From an optimization exercise on the open Yosys and OpenROAD flow, aimed at small area, a short achievable clock period and few clock cycles per item; shortcuts taken in it are not production practice.
In this exercise RTL edits were held to simulation tests only and were not proved equivalent to the original.
Power is estimated from default activity; no workload was simulated.

==> run M <==
==> flow/design.v <==
`timescale 1ns / 1ps
module myCPU (
    input  wire         cpu_rst,
    input  wire         cpu_clk,
    output wire [15:0]  inst_addr,
    input  wire [31:0]  inst,
    output wire [31:0]  ram_addr,
    input  wire [31:0]  ram_rdata,
    output wire         ram_wen,
    output wire [31:0]  ram_wdata,
    output reg          debug_wb_have_inst,
    output reg  [31:0]  debug_wb_pc,
    output reg          debug_wb_ena,
    output reg  [ 4:0]  debug_wb_reg,
    output reg  [31:0]  debug_wb_value
);
    reg         v2;          
    reg  [29:0] pc2;         
    reg  [31:0] A, B, C;     
    reg         cin;         
    reg  [ 4:0] rd2;
    reg         s_wr;        
    reg         s_hasrd;     
    reg         s_sw, s_lw, s_jal, s_jalr, s_br;
    reg         s_add, s_and, s_or, s_xor, s_sl, s_sr, s_sra;
    reg  [ 1:0] s_bop;       
    wire [31:0] sum = A + B + {31'b0, cin};
    wire [31:0] a_rev;
    genvar gi;
    generate
        for (gi = 0; gi < 32; gi = gi + 1) begin : g_rev
            assign a_rev[gi] = A[31 - gi];
        end
    endgenerate
    wire [31:0] sh_in   = s_sl ? a_rev : A;
    wire        sh_fill = s_sra & A[31];
    wire [32:0] sh_ext  = {sh_fill, sh_in};
    wire [32:0] sh_out  = $signed(sh_ext) >>> B[4:0];
    wire [31:0] sh_res;
    generate
        for (gi = 0; gi < 32; gi = gi + 1) begin : g_rev2
            assign sh_res[gi] = s_sl ? sh_out[31 - gi] : sh_out[gi];
        end
    endgenerate
    wire [29:0] pc4 = pc2 + 30'd1;
    wire [29:0] tgt = pc2 + C[31:2];
    wire [31:0] wD = ({32{s_add}}        & sum)
                   | ({32{s_and}}        & (A & B))
                   | ({32{s_or}}         & (A | B))
                   | ({32{s_xor}}        & (A ^ B))
                   | ({32{s_sl | s_sr}}  & sh_res)
                   | ({32{s_jal | s_jalr}} & {pc4, 2'b00})
                   | ({32{s_lw}}         & ram_rdata);
    wire eq   = (A == B);
    wire lt   = $signed(A) < $signed(B);
    wire cond = s_bop[1] ? (lt ^ s_bop[0]) : (eq ^ s_bop[0]);
    wire take = s_jal | (s_br & cond);
    wire [29:0] npc = s_jalr ? sum[31:2] : (take ? tgt : pc4);
    assign inst_addr = npc[15:0];
    assign ram_addr  = sum;
    assign ram_wdata = C;
    assign ram_wen   = s_sw;
    reg [31:0] regs [1:31];
    reg [31:1] valid;
    integer i;
    always @(posedge cpu_clk) begin
        for (i = 1; i < 32; i = i + 1)
            if (s_wr && rd2 == i) regs[i] <= wD;
    end
    always @(posedge cpu_clk or posedge cpu_rst) begin
        if (cpu_rst) valid <= 31'b0;
        else for (i = 1; i < 32; i = i + 1)
            if (s_wr && rd2 == i) valid[i] <= 1'b1;
    end
    wire [4:0] op = inst[6:2];
    wire d_lui  = (op == 5'b01101);
    wire d_jal  = (op == 5'b11011);
    wire d_jalr = (op == 5'b11001);
    wire d_br   = (op == 5'b11000);
    wire d_lw   = (op == 5'b00000);
    wire d_sw   = (op == 5'b01000);
    wire d_opi  = (op == 5'b00100);
    wire d_op   = (op == 5'b01100);
    wire [2:0] f3 = inst[14:12];
    wire d_alu  = d_op | d_opi;
    wire d_sub  = d_op & (f3 == 3'b000) & inst[30];
    wire [4:0] rs1 = d_lui ? 5'd0 : inst[19:15];
    wire [4:0] rs2 = inst[24:20];
    wire [4:0] rd  = inst[11:7];
    reg [31:0] rf1, rf2;
    always @(*) begin
        rf1 = 32'b0;
        rf2 = 32'b0;
        for (i = 1; i < 32; i = i + 1) begin
            rf1 = rf1 | ({32{(rs1 == i) & valid[i]}} & regs[i]);
            rf2 = rf2 | ({32{(rs2 == i) & valid[i]}} & regs[i]);
        end
    end
    wire [31:0] rv1 = (s_wr && rd2 == rs1) ? wD : rf1;
    wire [31:0] rv2 = (s_wr && rd2 == rs2) ? wD : rf2;
    wire [31:0] imm_i = {{20{inst[31]}}, inst[31:20]};
    wire [31:0] imm_s = {{20{inst[31]}}, inst[31:25], inst[11:7]};
    wire [31:0] imm_b = {{20{inst[31]}}, inst[7], inst[30:25], inst[11:8], 1'b0};
    wire [31:0] imm_u = {inst[31:12], 12'b0};
    wire [31:0] imm_j = {{12{inst[31]}}, inst[19:12], inst[20], inst[30:21], 1'b0};
    wire        use_imm = !(d_op | d_br);
    wire [31:0] imm     = d_sw ? imm_s : (d_lui ? imm_u : imm_i);
    always @(posedge cpu_clk) begin
        A   <= rv1;
        B   <= use_imm ? imm : (d_sub ? ~rv2 : rv2);
        C   <= d_sw ? rv2 : (d_jal ? imm_j : imm_b);
        cin <= d_sub;
        rd2 <= rd;
        s_hasrd <= !(d_sw | d_br);
        s_lw  <= d_lw;
        s_add <= (d_alu & (f3 == 3'b000)) | d_lui;
        s_and <= d_alu & (f3 == 3'b111);
        s_or  <= d_alu & (f3 == 3'b110);
        s_xor <= d_alu & (f3 == 3'b100);
        s_sl  <= d_alu & (f3 == 3'b001);
        s_sr  <= d_alu & (f3 == 3'b101);
        s_sra <= inst[30];
        s_bop <= {f3[2], f3[0]};
    end
    always @(posedge cpu_clk or posedge cpu_rst) begin
        if (cpu_rst) begin
            v2     <= 1'b0;
            pc2    <= {30{1'b1}};   
            s_wr   <= 1'b0;
            s_sw   <= 1'b0;
            s_jal  <= 1'b0;
            s_jalr <= 1'b0;
            s_br   <= 1'b0;
        end else begin
            v2     <= 1'b1;
            pc2    <= npc;
            s_wr   <= !(d_sw | d_br) && rd != 5'd0;
            s_sw   <= d_sw;
            s_jal  <= d_jal;
            s_jalr <= d_jalr;
            s_br   <= d_br;
        end
    end
    always @(posedge cpu_clk or posedge cpu_rst) begin
        if (cpu_rst) debug_wb_have_inst <= 1'b0;
        else         debug_wb_have_inst <= v2;
    end
    always @(posedge cpu_clk) begin
        debug_wb_pc    <= {pc2, 2'b00};
        debug_wb_ena   <= s_hasrd;
        debug_wb_reg   <= rd2;
        debug_wb_value <= wD;
    end
endmodule
==> flow/run.sh <==
#!/bin/bash
# synth_recipe.tcl (not shown) runs the flow's synth.tcl, then flattens the netlist and writes it again
# the make line also repeats each setting of config.mk as NAME=value (left out here)
make -C /OpenROAD-flow-scripts/flow DESIGN_CONFIG=/design/flow/config.mk WORK_HOME=/design/flow/orfs CLKGATE_MAP_FILE= SYNTH_SCRIPT=/design/flow/synth_recipe.tcl finish
==> flow/config.mk <==
export PLATFORM = sky130hd
export DESIGN_NAME = myCPU
export DESIGN_NICKNAME = myCPU
export VERILOG_FILES = /design/flow/design.v
export SDC_FILE = /design/flow/constraint.sdc
export NUM_CORES = 4
export LEC_CHECK = 0
export CAP_MARGIN = 20
export CORE_MARGIN = 2
export CORE_UTILIZATION = 40
export SLEW_MARGIN = 20
==> flow/constraint.sdc <==
create_clock -name core_clock -period 20.0 [get_ports {cpu_clk}]
set_input_delay 4.0000 -clock core_clock [delete_from_list [all_inputs] [get_ports {cpu_clk}]]
set_output_delay 4.0000 -clock core_clock [all_outputs]
set_load 0.01 [all_outputs]
==> run H (differences from run M) <==
==> flow/flow/run.sh (new file) <==
#!/bin/bash
set -euo pipefail
bash standard.sh SETUP_SLACK_MARGIN=13 finish > standard_finish.log 2>&1
==> flow/standard.sh (new file) <==
#!/bin/bash
# synth_recipe.tcl (not shown) runs the flow's synth.tcl, then flattens the netlist and writes it again
# the make line also repeats each setting of config.mk as NAME=value (left out here)
make -C /OpenROAD-flow-scripts/flow DESIGN_CONFIG=/design/flow/config.mk WORK_HOME=/design/flow/orfs CLKGATE_MAP_FILE= SYNTH_SCRIPT=/design/flow/synth_recipe.tcl "${@:-finish}"
removed: flow/run.sh
==> impl_results.md <==
* M3 GR Usage at 0.168
* RSZ-0062 raised after global routing: false
* Crit path to: inst_addr[6]
* Final GP Congestion at 1.01
* Multi-input combinational area share at 0.321
* Leakage at 0.0240 uW
* Status: timing/DRC/antenna clean
* R2R Path End: C[6]
# the run above: run M

==> impl_results.md <==
* Status: timing/DRC/antenna clean
* Worst path max stage delay at 560 ps
* Leakage at 0.0253 uW
* Clk network pwr share at 0.343
* Hold Path Class: reg2reg
* Final GP Congestion at 1.01
* Final hold slack at 330 ps
* Critical Path RT at 16000 ps
* Multi-input combinational area share at 0.326
* M3 GR Usage at 0.179
# the run above: run H

Testbench counts of run M, summed over its fixed seeds: cycles 22,894, instrs 22,862.
Testbench counts of run H, summed over its fixed seeds: cycles 22,894, instrs 22,862.

==> xenon <==
Another version of the RTL of myCPU (not shown whole).
clock: 20.0 ns
lec_check: 0
cap_margin: 20
core_margin: 2
core_utilization: 40
cts_buf_list: sky130_fd_sc_hd__clkbuf_16
cts_cluster_diameter: 200
cts_cluster_size: 20
slew_margin: 20
standard.sh (not shown) runs the stock make flow with config.mk's settings and CLKGATE_MAP_FILE= SYNTH_SCRIPT=/design/flow/synth_recipe.tcl, a recipe that flattens the netlist after the stock synthesis.
==> flow/flow/run.sh <==
#!/bin/bash
# The standard layout (standard.sh), with three changes to how it is made:
#  - repair_timing aims for a larger setup margin under the design's own SDC,
#  - sizing may swap a cell for one of another footprint,
#  - ports are buffered with buf_2 instead of the default delay-cell buffer.
set -euo pipefail
bash standard.sh SETUP_SLACK_MARGIN=13 MATCH_CELL_FOOTPRINT=0 \
  "BUFFER_PORTS_ARGS=-buffer_cell sky130_fd_sc_hd__buf_2" finish > standard_finish.log 2>&1
==> inputs of willow, as changes to xenon <==
==> flow/design.v, changed modules only <==
module addr_add (
    input  wire [31:0] a,
    input  wire        sg,
    input  wire [11:0] lo0,
    input  wire [11:4] lo1,
    input  wire [ 2:0] co0,
    input  wire [ 2:1] co1,
    input  wire [ 3:0] ones,
    input  wire [ 3:0] zeros,
    output wire [31:0] s
);
    wire c4  = co0[0];
    wire c8  = c4 ? co1[1] : co0[1];
    wire c   = c8 ? co1[2] : co0[2];
    assign s[3:0]  = lo0[3:0];
    assign s[7:4]  = c4 ? lo1[7:4]  : lo0[7:4];
    assign s[11:8] = c8 ? lo1[11:8] : lo0[11:8];
    genvar i;
    generate
        for (i = 0; i < 20; i = i + 1) begin : g_hi
            localparam integer K = i / 4;
            localparam integer J = i % 4;
            wire gi_one, gi_zero, in_one, in_zero;
            if (K == 0) begin : g_k0
                assign gi_one  = 1'b1;
                assign gi_zero = 1'b1;
            end else begin : g_kn
                assign gi_one  = &ones[K-1:0];
                assign gi_zero = &zeros[K-1:0];
            end
            if (J == 0) begin : g_j0
                assign in_one  = 1'b1;
                assign in_zero = 1'b1;
            end else begin : g_jn
                assign in_one  = &a[12+4*K+J-1 : 12+4*K];
                assign in_zero = ~|a[12+4*K+J-1 : 12+4*K];
            end
            wire t_inc = gi_one & in_one;     
            wire t_dec = gi_zero & in_zero;   
            assign s[12+i] = a[12+i] ^ (c ? (~sg & t_inc) : (sg & t_dec));
        end
    endgenerate
endmodule
module addr_groups (
    input  wire [11:0] a,
    input  wire [11:0] b,
    output wire [11:0] lo0,
    output wire [11:4] lo1,
    output wire [ 2:0] co0,
    output wire [ 2:1] co1
);
    genvar k;
    generate
        for (k = 0; k < 3; k = k + 1) begin : g_grp
            wire [4:0] s0 = {1'b0, a[4*k+3 -: 4]} + {1'b0, b[4*k+3 -: 4]};
            assign lo0[4*k+3 -: 4] = s0[3:0];
            assign co0[k] = s0[4];
            if (k > 0) begin : g_c1
                wire [4:0] s1 = {1'b0, a[4*k+3 -: 4]} + {1'b0, b[4*k+3 -: 4]} + 5'd1;
                assign lo1[4*k+3 -: 4] = s1[3:0];
                assign co1[k] = s1[4];
            end
        end
    endgenerate
endmodule
module cmp_groups (
    input  wire [31:0] a,
    input  wire [31:0] b,
    output wire [15:0] ltg,
    output wire [15:0] eqg
);
    wire [31:0] x = a ^ b;
    wire [31:0] l, e;
    genvar g;
    generate
        for (g = 0; g < 32; g = g + 1) begin : g_bit
            if (g == 31) begin : g_sign
                assign l[g] = x[g] & a[g];
            end else begin : g_mag
                assign l[g] = x[g] & b[g];
            end
            assign e[g] = ~x[g];
        end
        for (g = 0; g < 16; g = g + 1) begin : g_grp
            assign eqg[g] = e[2*g+1] & e[2*g];
            assign ltg[g] = l[2*g+1] | (e[2*g+1] & l[2*g]);
        end
    endgenerate
endmodule
module cmp_tree (
    input  wire [15:0] ltg,
    input  wire [15:0] eqg,
    output wire        eq,
    output wire        lt
);
    wire [7:0] l1, e1;
    wire [3:0] l2, e2;
    wire [1:0] l3, e3;
    genvar g;
    generate
        for (g = 0; g < 8; g = g + 1) begin : g1
            assign l1[g] = ltg[2*g+1] | (eqg[2*g+1] & ltg[2*g]);
            assign e1[g] = eqg[2*g+1] & eqg[2*g];
        end
        for (g = 0; g < 4; g = g + 1) begin : g2
            assign l2[g] = l1[2*g+1] | (e1[2*g+1] & l1[2*g]);
            assign e2[g] = e1[2*g+1] & e1[2*g];
        end
        for (g = 0; g < 2; g = g + 1) begin : g3
            assign l3[g] = l2[2*g+1] | (e2[2*g+1] & l2[2*g]);
            assign e3[g] = e2[2*g+1] & e2[2*g];
        end
    endgenerate
    assign lt = l3[1] | (e3[1] & l3[0]);
    assign eq = e3[1] & e3[0];
endmodule
module myCPU (
    input  wire         cpu_rst,
    input  wire         cpu_clk,
    output wire [15:0]  inst_addr,
    input  wire [31:0]  inst,
    output wire [31:0]  ram_addr,
    input  wire [31:0]  ram_rdata,
    output wire         ram_wen,
    output wire [31:0]  ram_wdata,
    output reg          debug_wb_have_inst,
    output reg  [31:0]  debug_wb_pc,
    output reg          debug_wb_ena,
    output reg  [ 4:0]  debug_wb_reg,
    output reg  [31:0]  debug_wb_value
);
    reg         v2;          
    reg  [29:0] pc2;         
    reg  [29:0] tgt2;        
    reg  [31:0] A, B;        
    reg  [15:0] LTG, EQG;    
    reg  [ 3:0] ONES, ZEROS;  
    reg  [11:0] LO0;         
    reg  [11:4] LO1;         
    reg  [ 2:0] CO0;         
    reg  [ 2:1] CO1;         
    reg  [ 7:0] uhi2;        
    reg         s_imm;       
    reg  [11:0] imm2;        
    reg  [ 4:0] rd2;
    reg         s_wr;        
    reg         s_hasrd;     
    reg         s_sw, s_lw, s_jal, s_jalr, s_sub;
    reg         s_lui, s_add, s_and, s_or, s_xor, s_sl, s_sr, s_sra;
    reg         s_beq, s_bne, s_blt, s_bge;
    wire [31:0] addr;
    addr_add u_addr (.a(A), .sg(imm2[11]), .lo0(LO0), .lo1(LO1), .co0(CO0), .co1(CO1),
                     .ones(ONES), .zeros(ZEROS), .s(addr));
    wire [31:0] opB = s_imm ? {{20{imm2[11]}}, imm2} : B;
    wire [31:0] sum = A + (s_sub ? ~opB : opB) + {31'b0, s_sub};
    wire [31:0] a_rev;
    genvar gi;
    generate
        for (gi = 0; gi < 32; gi = gi + 1) begin : g_rev
            assign a_rev[gi] = A[31 - gi];
        end
    endgenerate
    wire [31:0] sh_in   = s_sl ? a_rev : A;
    wire        sh_fill = s_sra & A[31];
    wire [32:0] sh_ext  = {sh_fill, sh_in};
    wire [32:0] sh_out  = $signed(sh_ext) >>> opB[4:0];
    wire [31:0] sh_res;
    generate
        for (gi = 0; gi < 32; gi = gi + 1) begin : g_rev2
            assign sh_res[gi] = s_sl ? sh_out[31 - gi] : sh_out[gi];
        end
    endgenerate
    wire [29:0] pc4 = pc2 + 30'd1;
    wire [31:0] wD = ({32{s_add}}        & sum)
                   | ({32{s_and}}        & (A & opB))
                   | ({32{s_or}}         & (A | opB))
                   | ({32{s_xor}}        & (A ^ opB))
                   | ({32{s_sl | s_sr}}  & sh_res)
                   | ({32{s_jal | s_jalr}} & {pc4, 2'b00})
                   | ({32{s_lui}}        & {imm2, uhi2, 12'b0})
                   | ({32{s_lw}}         & ram_rdata);
    wire eq, lt;
    cmp_tree u_cmp (.ltg(LTG), .eqg(EQG), .eq(eq), .lt(lt));
    wire take = s_jal | (s_beq & eq) | (s_bne & ~eq) | (s_blt & lt) | (s_bge & ~lt);
    wire [29:0] nseq = s_jalr ? addr[31:2] : pc4;
    wire [29:0] npc  = take ? tgt2 : nseq;
    assign inst_addr = npc[15:0];
    assign ram_addr  = addr;
    assign ram_wdata = B;
    assign ram_wen   = s_sw;
    reg [31:0] regs [1:31];
    reg [31:1] valid;
    integer i;
    always @(posedge cpu_clk) begin
        for (i = 1; i < 32; i = i + 1)
            if (s_wr && rd2 == i) regs[i] <= wD;
    end
    always @(posedge cpu_clk or posedge cpu_rst) begin
        if (cpu_rst) valid <= 31'b0;
        else for (i = 1; i < 32; i = i + 1)
            if (s_wr && rd2 == i) valid[i] <= 1'b1;
    end
    wire i2 = inst[2], i3 = inst[3], i4 = inst[4], i5 = inst[5], i6 = inst[6];
    wire d_lui  = ~i6 & i4 & i2;
    wire d_jal  = i3;
    wire d_jalr = i6 & i2 & ~i3;
    wire d_br   = i6 & ~i2;
    wire d_lw   = ~i6 & ~i5 & ~i4;
    wire d_sw   = ~i6 & i5 & ~i4;
    wire d_opi  = ~i6 & ~i5 & i4;
    wire d_op   = ~i6 & i5 & i4 & ~i2;
    wire [2:0] f3 = inst[14:12];
    wire d_alu  = d_op | d_opi;
    wire [4:0] rs1 = inst[19:15];
    wire [4:0] rs2 = inst[24:20];
    wire [4:0] rd  = inst[11:7];
    wire byp1 = s_wr && rd2 == rs1;
    wire byp2 = s_wr && rd2 == rs2;
    wire [32*31-1:0] regs_flat;
    generate
        for (gi = 1; gi < 32; gi = gi + 1) begin : g_flat
            assign regs_flat[32*gi-1 -: 32] = regs[gi];
        end
    endgenerate
    wire [31:0] rf1, rf2;
    rf_read u_rd1 (.sel(rs1), .valid(valid), .regs(regs_flat), .q(rf1));
    rf_read u_rd2 (.sel(rs2), .valid(valid), .regs(regs_flat), .q(rf2));
    wire [31:0] rv1 = byp1 ? wD : rf1;
    wire [31:0] rv2 = byp2 ? wD : rf2;
    wire [15:0] ltg1, eqg1;
    cmp_groups u_cmpg (.a(rv1), .b(rv2), .ltg(ltg1), .eqg(eqg1));
    wire [11:0] off12 = d_sw ? {inst[31:25], inst[11:7]} : inst[31:20];
    wire [11:0] lo0_1;
    wire [11:4] lo1_1;
    wire [ 2:0] co0_1;
    wire [ 2:1] co1_1;
    addr_groups u_addrg (.a(rv1[11:0]), .b(off12), .lo0(lo0_1), .lo1(lo1_1),
                         .co0(co0_1), .co1(co1_1));
    wire [3:0] ones1, zeros1;
    generate
        for (gi = 0; gi < 4; gi = gi + 1) begin : g_oz
            assign ones1[gi]  = &rv1[12+4*gi+3 -: 4];
            assign zeros1[gi] = ~|rv1[12+4*gi+3 -: 4];
        end
    endgenerate
    wire [31:0] imm_b = {{20{inst[31]}}, inst[7], inst[30:25], inst[11:8], 1'b0};
    wire [31:0] imm_j = {{12{inst[31]}}, inst[19:12], inst[20], inst[30:21], 1'b0};
    wire [31:0] off   = i3 ? imm_j : imm_b;    
    always @(posedge cpu_clk) begin
        A     <= rv1;
        B     <= rv2;
        LTG   <= ltg1;
        EQG   <= eqg1;
        ONES  <= ones1;
        LO0   <= lo0_1;
        LO1   <= lo1_1;
        CO0   <= co0_1;
        CO1   <= co1_1;
        ZEROS <= zeros1;
        uhi2  <= inst[19:12];
        s_imm <= d_opi;
        imm2  <= off12;
        tgt2  <= npc + off[31:2];
        rd2   <= rd;
        s_hasrd <= !(d_sw | d_br);
        s_lw  <= d_lw;
        s_sub <= d_op & inst[30];
        s_add <= d_alu & (f3 == 3'b000);
        s_lui <= d_lui;
        s_and <= d_alu & (f3 == 3'b111);
        s_or  <= d_alu & (f3 == 3'b110);
        s_xor <= d_alu & (f3 == 3'b100);
        s_sl  <= d_alu & (f3 == 3'b001);
        s_sr  <= d_alu & (f3 == 3'b101);
        s_sra <= inst[30];
    end
    always @(posedge cpu_clk or posedge cpu_rst) begin
        if (cpu_rst) begin
            v2     <= 1'b0;
            pc2    <= {30{1'b1}};   
            s_wr   <= 1'b0;
            s_sw   <= 1'b0;
            s_jal  <= 1'b0;
            s_jalr <= 1'b0;
            s_beq  <= 1'b0;
            s_bne  <= 1'b0;
            s_blt  <= 1'b0;
            s_bge  <= 1'b0;
        end else begin
            v2     <= 1'b1;
            pc2    <= npc;
            s_wr   <= !(d_sw | d_br) && rd != 5'd0;
            s_sw   <= d_sw;
            s_jal  <= d_jal;
            s_jalr <= d_jalr;
            s_beq  <= d_br & (f3 == 3'b000);
            s_bne  <= d_br & (f3 == 3'b001);
            s_blt  <= d_br & (f3 == 3'b100);
            s_bge  <= d_br & (f3 == 3'b101);
        end
    end
    always @(posedge cpu_clk or posedge cpu_rst) begin
        if (cpu_rst) debug_wb_have_inst <= 1'b0;
        else         debug_wb_have_inst <= v2;
    end
    always @(posedge cpu_clk) begin
        debug_wb_pc    <= {pc2, 2'b00};
        debug_wb_ena   <= s_hasrd;
        debug_wb_reg   <= rd2;
        debug_wb_value <= wD;
    end
endmodule
// module cmp32 removed
CORE_UTILIZATION = 55   (was 40)
CTS_CLUSTER_SIZE = 18   (was 20)
==> notes <==
Critical path depth: xenon is higher than willow (3).
Between willow and xenon, the lower core utilization is in xenon (gap 17 points).
Against willow, the sequential share of layout area of xenon is lower by 0.26 points.
Between willow and xenon, the lower clock power is in xenon (gap about 7%, measured against xenon).
Of willow and xenon, willow has the higher clock skew (gap 8.3 ps).
In willow the combinational power is smaller than in xenon, by 14%.
Against xenon, the die area of willow is lower by 26%.
==> figures <==
Slack of the worst reg-to-reg path: xenon 13,380 ps; willow 13,090 ps
Routed length on met3: xenon 52.1 mm; willow 52.0 mm
Number of storage elements in the synthesis netlist: xenon 1,293; willow 1,326
Critical Path AT: xenon 3860 ps; willow 7790 ps
Count of cell instances traversed by the critical path: xenon 14; willow 11
Status: xenon timing/DRC/antenna clean; willow timing/DRC/antenna clean
Tapcells: xenon 2,030; willow 1,500
Xor/xnor cell area share of the yosys netlist: xenon 2.22%; willow 2.28%
Fmax achieved: xenon 127 MHz; willow 139 MHz
Total of plain and repair buffers excluding clock buffers: xenon 487; willow 474
Leakage power: xenon 24.6 nW; willow 25.4 nW
Final critical-path setup slack: xenon 12,140 ps; willow 12,810 ps
Final area over synthesized area: xenon 1.131x; willow 1.125x
Area share of and/or/nand/nor cells after synthesis: xenon 8.48%; willow 8.79%
Hold slack: xenon 338 ps; willow 334 ps
Worst path required time: xenon 16,000 ps; willow 20,600 ps
Testbench counts of xenon, summed over its fixed seeds: cycles 22,894, instrs 22,862.
Testbench counts of willow, summed over its fixed seeds: cycles 22,894, instrs 22,862.

what the ideal ports hide:
In the flow no input, the clock included, has a driving cell. The finished layouts below were timed again as built, in two steps.
Step 1 sets driving cells, clkbuf_16 on the clock port and buf_2 on the other inputs (assumed; they add their load-dependent delay and slew).
Step 2, shift: input delay + t, output delay - t, t = (earliest + latest rising clock arrival at the registers) / 2. This alone moves slack from input paths to output paths.
Three values: ideal ports, drivers, drivers and shift; two values: the first two.
run	t, ns	slack for setup (ns)	clock arrival spread, ns	worst register clock-pin slew, ns	pins driven straight from the clock port
run M	0.865	9.704 / 9.625 / 10.490	0.064 / 0.064	0.07 / 0.07	1
run H	0.865	11.488 / 11.404 / 11.966	0.062 / 0.062	0.07 / 0.07	1
xenon	0.783	12.135 / 12.056 / 12.087	0.058 / 0.058	0.10 / 0.10	1
willow	0.780	12.812 / 12.850 / 12.070	0.065 / 0.065	0.10 / 0.10	1
After both steps every run listed still meets setup and hold. For willow, which loses most, drivers alone change the setup slack by +0.038 ns; drivers and shift together by -0.742 ns.
